This is an optimization exercise on Yosys and OpenROAD, whose aim is small area and a short achievable clock period, not a production implementation. Function was checked by simulation only, so behaviour that the tests miss may differ from the original.

oak:
## ntt4point
module ntt4point(
    input clk, rst,
    input [15:0] in0, in1, in2, in3,
    output [15:0] out0, out1, out2, out3
);
==> flow/config.mk <==
export PLATFORM = sky130hd
export DESIGN_NAME = ntt4point
export DESIGN_NICKNAME = ntt4point
export VERILOG_FILES = /design/flow/design.v
export SDC_FILE = /design/flow/constraint.sdc
export NUM_CORES = 4
export LEC_CHECK = 0
export CAP_MARGIN = 20
export CORE_MARGIN = 2
export CORE_UTILIZATION = 40
export SLEW_MARGIN = 20
export SYNTH_ARGS = -noabc
export SYNTH_KEEP_MODULES = ntt_fa
export BUFFER_PORTS_ARGS = -buffer_cell sky130_fd_sc_hd__buf_1
export SETUP_SLACK_MARGIN = 40.3
==> flow/constraint.sdc <==
create_clock -name core_clock -period 60.0 [get_ports {clk}]
set_input_delay 12.0000 -clock core_clock [delete_from_list [all_inputs] [get_ports {clk}]]
set_output_delay 12.0000 -clock core_clock [all_outputs]
set_load 0.01 [all_outputs]
standard.sh (not shown) runs the stock make flow with config.mk's settings and CLKGATE_MAP_FILE= SYNTH_SCRIPT=/design/flow/synth_recipe.tcl, a recipe that flattens the netlist after the stock synthesis.
==> flow/flow/run.sh <==
#!/bin/bash
set -euo pipefail
cd "$(dirname "$0")/.."
cat >> config.mk <<'EOC'
export SYNTH_ARGS = -noabc
export SYNTH_KEEP_MODULES = ntt_fa
export BUFFER_PORTS_ARGS = -buffer_cell sky130_fd_sc_hd__buf_1
export SETUP_SLACK_MARGIN = 40.3
EOC
bash standard.sh > standard_flow.log 2>&1
Setup changes, oak to pine
Settings: SETUP_SLACK_MARGIN changed from 40.3 to 40.7.
diff --git a/flow/flow/run.sh b/flow/flow/run.sh
--- a/flow/flow/run.sh
+++ b/flow/flow/run.sh
@@ -8 +8 @@
-export SETUP_SLACK_MARGIN = 40.3
+export SETUP_SLACK_MARGIN = 40.7
Notes after the runs:
- [compare] base=oak new=pine: setup slack moved up; cell count grew by 1.2%; final critical-path share of the clock period fell by 0.17 points.
- Cell area on pine is behind oak.
- Sort oak and pine by fraction of area in multi-input gates asc -> top: pine
- pine -> oak: overall track demand over capacity in global routing flat
- Via count, oak and pine, lower one = oak.
- In the tables for oak and pine, non-clock buffer count reads lower with oak.
- Changes observed in pine relative to oak: post-detailed-placement cell area picked up an extra 0.87%.
diff inputs: pine => birch
Settings: swapping 40.7 for 39.8 in SETUP_SLACK_MARGIN.
diff --git a/flow/flow/run.sh b/flow/flow/run.sh
--- a/flow/flow/run.sh
+++ b/flow/flow/run.sh
@@ -8 +8 @@
-export SETUP_SLACK_MARGIN = 40.7
+export SETUP_SLACK_MARGIN = 39.8
- [diff] global-route wire length before repair, birch relative to pine: improvement
- Cell area went down by a few percent going from pine to birch.
- Critical path startpoint = in1[7]: pine; critical path startpoint = in1[6]: birch
- Taking pine as the reference, in birch final critical-path setup slack saw a decrease, met2 layer wire length in the routed design went down by 960 um.

========
Another version of the RTL of ntt4point (not shown whole).
For scale: ~950 cells after synthesis, about 52 flip-flops, ~11000 sq um of cells after synthesis.
Design ntt4point, start of the top module:
module ntt4point(
    input clk, rst,
    input [15:0] in0, in1, in2, in3,
    output [15:0] out0, out1, out2, out3
);
  wire n1 = ~in2[8];
  wire n2 = ~in2[9];
  wire n3 = ~in2[0];
  wire n4 = ~in2[1];
  wire n5 = ~in2[10];
  wire n6 = ~in2[2];
  wire n7 = ~in2[11];
  wire n8 = ~in2[3];
  wire n9 = ~in2[12];
  wire n10 = ~in2[4];
  wire n11 = ~in2[5];
  wire n12 = ~in2[6];
  wire n13 = ~in2[7];
  wire n14, n15;
  ntt_fa fa_n14 (.a(in2[1]), .b(in2[4]), .c(in2[10]), .s(n14), .co(n15));
  wire n16, n17;
  ntt_fa fa_n16 (.a(in2[2]), .b(in2[5]), .c(in2[11]), .s(n16), .co(n17));
  wire n18, n19;
  ntt_fa fa_n18 (.a(in2[3]), .b(in2[6]), .c(in2[12]), .s(n18), .co(n19));
  wire n20, n21;
  ntt_fa fa_n20 (.a(in2[4]), .b(in2[7]), .c(n3), .s(n20), .co(n21));
  wire n22, n23;
  ntt_fa fa_n22 (.a(in2[5]), .b(in2[8]), .c(n4), .s(n22), .co(n23));
  wire n24, n25;
  ntt_fa fa_n24 (.a(in2[6]), .b(in2[9]), .c(n6), .s(n24), .co(n25));
  wire n26, n27;
  ntt_fa fa_n26 (.a(in2[0]), .b(in2[7]), .c(in2[10]), .s(n26), .co(n27));
  wire n28, n29;
  ntt_fa fa_n28 (.a(in2[1]), .b(in2[8]), .c(in2[11]), .s(n28), .co(n29));
  wire n30, n31;
  ntt_fa fa_n30 (.a(in2[2]), .b(in2[12]), .c(n3), .s(n30), .co(n31));
  wire n32, n33;
  ntt_fa fa_n32 (.a(n11), .b(n13), .c(n2), .s(n32), .co(n33));
  wire n34, n35;
  ntt_fa fa_n34 (.a(in2[3]), .b(in2[4]), .c(n12), .s(n34), .co(n35));
  wire n36, n37;
  ntt_fa fa_n36 (.a(in2[5]), .b(in2[7]), .c(n4), .s(n36), .co(n37));
  wire n38, n39;
  ntt_fa fa_n38 (.a(in2[6]), .b(in2[7]), .c(n6), .s(n38), .co(n39));
  wire n40, n41;
  ntt_fa fa_n40 (.a(in2[9]), .b(n3), .c(n8), .s(n40), .co(n41));
  wire n42, n43;
  ntt_fa fa_n42 (.a(n1), .b(n2), .c(n14), .s(n42), .co(n43));
  wire n44, n45;
  ntt_fa fa_n44 (.a(n3), .b(n15), .c(n16), .s(n44), .co(n45));
  wire n46, n47;
  ...
clock: 60.0 ns
lec_check: 0
cap_margin: 20
core_margin: 2
core_utilization: 60
place_density: 0.8
slew_margin: 20
synth_args: -noabc
synth_keep_modules: ntt_fa
buffer_ports_args: -buffer_cell sky130_fd_sc_hd__buf_1
cts_buf_list: sky130_fd_sc_hd__clkbuf_8
setup_slack_margin: 39.0
==> flow/flow/run.sh <==
#!/bin/bash
set -euo pipefail
cd "$(dirname "$0")/.."
cat >> config.mk <<'EOC'
export SYNTH_ARGS = -noabc
export SYNTH_KEEP_MODULES = ntt_fa
export DONT_USE_CELLS += sky130_fd_sc_hd__ha_1
export BUFFER_PORTS_ARGS = -buffer_cell sky130_fd_sc_hd__buf_1
export CTS_BUF_LIST = sky130_fd_sc_hd__clkbuf_8
export SETUP_SLACK_MARGIN = 39.0
EOC
bash standard.sh > standard_flow.log 2>&1
Rerun with:
--- a/flow/config.mk
+++ b/flow/config.mk
@@ -6,9 +6,9 @@
 export NUM_CORES = 4
 export LEC_CHECK = 0
-export CAP_MARGIN = 20
+export CAP_MARGIN = 10
 export CORE_MARGIN = 2
 export CORE_UTILIZATION = 60
 export PLACE_DENSITY = 0.8
-export SLEW_MARGIN = 20
+export SLEW_MARGIN = 10
 export SYNTH_ARGS = -noabc
 export SYNTH_KEEP_MODULES = ntt_fa
Effect: Count of clock-buffer cells in the layout does not change; core utilization is unchanged; die area stays the same; sequential share of layout area does not change.
Rerun with:
--- a/flow/flow/run.sh
+++ b/flow/flow/run.sh
@@ -9,4 +9,5 @@
 export CTS_BUF_LIST = sky130_fd_sc_hd__clkbuf_8
 export SETUP_SLACK_MARGIN = 39.0
+export SKIP_GATE_CLONING = 1
 EOC
 bash standard.sh > standard_flow.log 2>&1
--- a/flow/config.mk
+++ b/flow/config.mk
@@ -6,9 +6,8 @@
 export NUM_CORES = 4
 export LEC_CHECK = 0
-export CAP_MARGIN = 10
+export CAP_MARGIN = 20
 export CORE_MARGIN = 2
-export CORE_UTILIZATION = 60
-export PLACE_DENSITY = 0.8
-export SLEW_MARGIN = 10
+export CORE_UTILIZATION = 40
+export SLEW_MARGIN = 20
 export SYNTH_ARGS = -noabc
 export SYNTH_KEEP_MODULES = ntt_fa
@@ -17,2 +16,3 @@
 export CTS_BUF_LIST = sky130_fd_sc_hd__clkbuf_8
 export SETUP_SLACK_MARGIN = 39.0
+export SKIP_GATE_CLONING = 1
Effect: Setup slack gets better by 0.057 ns; design area rises by 2.0%; non-clock buffer count rises by 4.
Rerun with:
--- a/flow/flow/run.sh
+++ b/flow/flow/run.sh
@@ -8,6 +8,5 @@
 export BUFFER_PORTS_ARGS = -buffer_cell sky130_fd_sc_hd__buf_1
 export CTS_BUF_LIST = sky130_fd_sc_hd__clkbuf_8
-export SETUP_SLACK_MARGIN = 39.0
-export SKIP_GATE_CLONING = 1
+export SETUP_SLACK_MARGIN = 38.8
 EOC
 bash standard.sh > standard_flow.log 2>&1
--- a/flow/config.mk
+++ b/flow/config.mk
@@ -8,5 +8,6 @@
 export CAP_MARGIN = 20
 export CORE_MARGIN = 2
-export CORE_UTILIZATION = 40
+export CORE_UTILIZATION = 60
+export PLACE_DENSITY = 0.8
 export SLEW_MARGIN = 20
 export SYNTH_ARGS = -noabc
@@ -15,4 +16,3 @@
 export BUFFER_PORTS_ARGS = -buffer_cell sky130_fd_sc_hd__buf_1
 export CTS_BUF_LIST = sky130_fd_sc_hd__clkbuf_8
-export SETUP_SLACK_MARGIN = 39.0
-export SKIP_GATE_CLONING = 1
+export SETUP_SLACK_MARGIN = 38.8
What happened:
- worst setup slack got worse by 0.22 ns
- die area fell by 33%
- via count rises by 3.4%
- routed wire length shrinks by 2.6%
Rerun with:
--- a/flow/flow/run.sh
+++ b/flow/flow/run.sh
@@ -8,5 +8,6 @@
 export BUFFER_PORTS_ARGS = -buffer_cell sky130_fd_sc_hd__buf_1
 export CTS_BUF_LIST = sky130_fd_sc_hd__clkbuf_8
-export SETUP_SLACK_MARGIN = 38.8
+export SETUP_SLACK_MARGIN = 39.0
+export TNS_END_PERCENT = 20
 EOC
 bash standard.sh > standard_flow.log 2>&1
--- a/flow/config.mk
+++ b/flow/config.mk
@@ -8,6 +8,5 @@
 export CAP_MARGIN = 20
 export CORE_MARGIN = 2
-export CORE_UTILIZATION = 60
-export PLACE_DENSITY = 0.8
+export CORE_UTILIZATION = 40
 export SLEW_MARGIN = 20
 export SYNTH_ARGS = -noabc
@@ -16,3 +15,4 @@
 export BUFFER_PORTS_ARGS = -buffer_cell sky130_fd_sc_hd__buf_1
 export CTS_BUF_LIST = sky130_fd_sc_hd__clkbuf_8
-export SETUP_SLACK_MARGIN = 38.8
+export SETUP_SLACK_MARGIN = 39.0
+export TNS_END_PERCENT = 20
Result: Die area came out higher by 48%; global-route usage came out lower by 8.4 points; maximum frequency came out higher by 1.0%.
Rerun with:
--- a/flow/flow/run.sh
+++ b/flow/flow/run.sh
@@ -8,6 +8,5 @@
 export BUFFER_PORTS_ARGS = -buffer_cell sky130_fd_sc_hd__buf_1
 export CTS_BUF_LIST = sky130_fd_sc_hd__clkbuf_8
-export SETUP_SLACK_MARGIN = 39.0
-export TNS_END_PERCENT = 20
+export SETUP_SLACK_MARGIN = 39.2
 EOC
 bash standard.sh > standard_flow.log 2>&1
--- a/flow/config.mk
+++ b/flow/config.mk
@@ -8,5 +8,6 @@
 export CAP_MARGIN = 20
 export CORE_MARGIN = 2
-export CORE_UTILIZATION = 40
+export CORE_UTILIZATION = 60
+export PLACE_DENSITY = 0.8
 export SLEW_MARGIN = 20
 export SYNTH_ARGS = -noabc
@@ -15,4 +16,3 @@
 export BUFFER_PORTS_ARGS = -buffer_cell sky130_fd_sc_hd__buf_1
 export CTS_BUF_LIST = sky130_fd_sc_hd__clkbuf_8
-export SETUP_SLACK_MARGIN = 39.0
-export TNS_END_PERCENT = 20
+export SETUP_SLACK_MARGIN = 39.2
Result: The new run produced a clean layout. Sequential cell count stays the same. Design area went down by about 1.1%. Via count went up by about 4.5%.

[separate check: timing with driven ports]
The results above use ideal ports. As a check the final layouts listed here were re-extracted and re-timed, cells and wires unchanged. Step 1 assumes that a clkbuf_16 drives the clock port and a buf_2 every other input. Step 2 also shifts input and output timing later by t, the mid clock arrival at the registers, as if the neighbouring blocks saw the same clock. Slacks: ideal ports / drivers / drivers and shift; pairs: ideal ports / drivers.
| run | t (ns) | setup slack, ns | worst setup path after step 2 | slew at the worst register clock pin (ns) | cell pins on the clock port's net |
|---|---|---|---|---|---|
| oak | 0.336 | 40.535 / 40.512 / 40.176 | input to register | 0.07 / 0.07 | 1 |
| pine | 0.337 | 40.636 / 40.615 / 40.279 | input to register | 0.06 / 0.06 | 1 |
| birch | 0.330 | 40.085 / 40.094 / 39.764 | input to register | 0.06 / 0.06 | 1 |
| the first run of note 2 | 0.344 | 39.336 / 39.348 / 39.004 | input to register | 0.10 / 0.10 | 1 |
| the second run of note 2 | 0.344 | 39.336 / 39.348 / 39.004 | input to register | 0.10 / 0.10 | 1 |
| the third run of note 2 | 0.354 | 39.393 / 39.375 / 39.021 | input to register | 0.09 / 0.09 | 1 |
| the fourth run of note 2 | 0.344 | 39.178 / 39.188 / 38.844 | input to register | 0.10 / 0.10 | 1 |
| the fifth run of note 2 | 0.354 | 39.393 / 39.375 / 39.021 | input to register | 0.09 / 0.09 | 1 |
| the sixth run of note 2 | 0.344 | 39.491 / 39.472 / 39.128 | input to register | 0.10 / 0.10 | 1 |
After both steps every run listed still meets setup and hold.
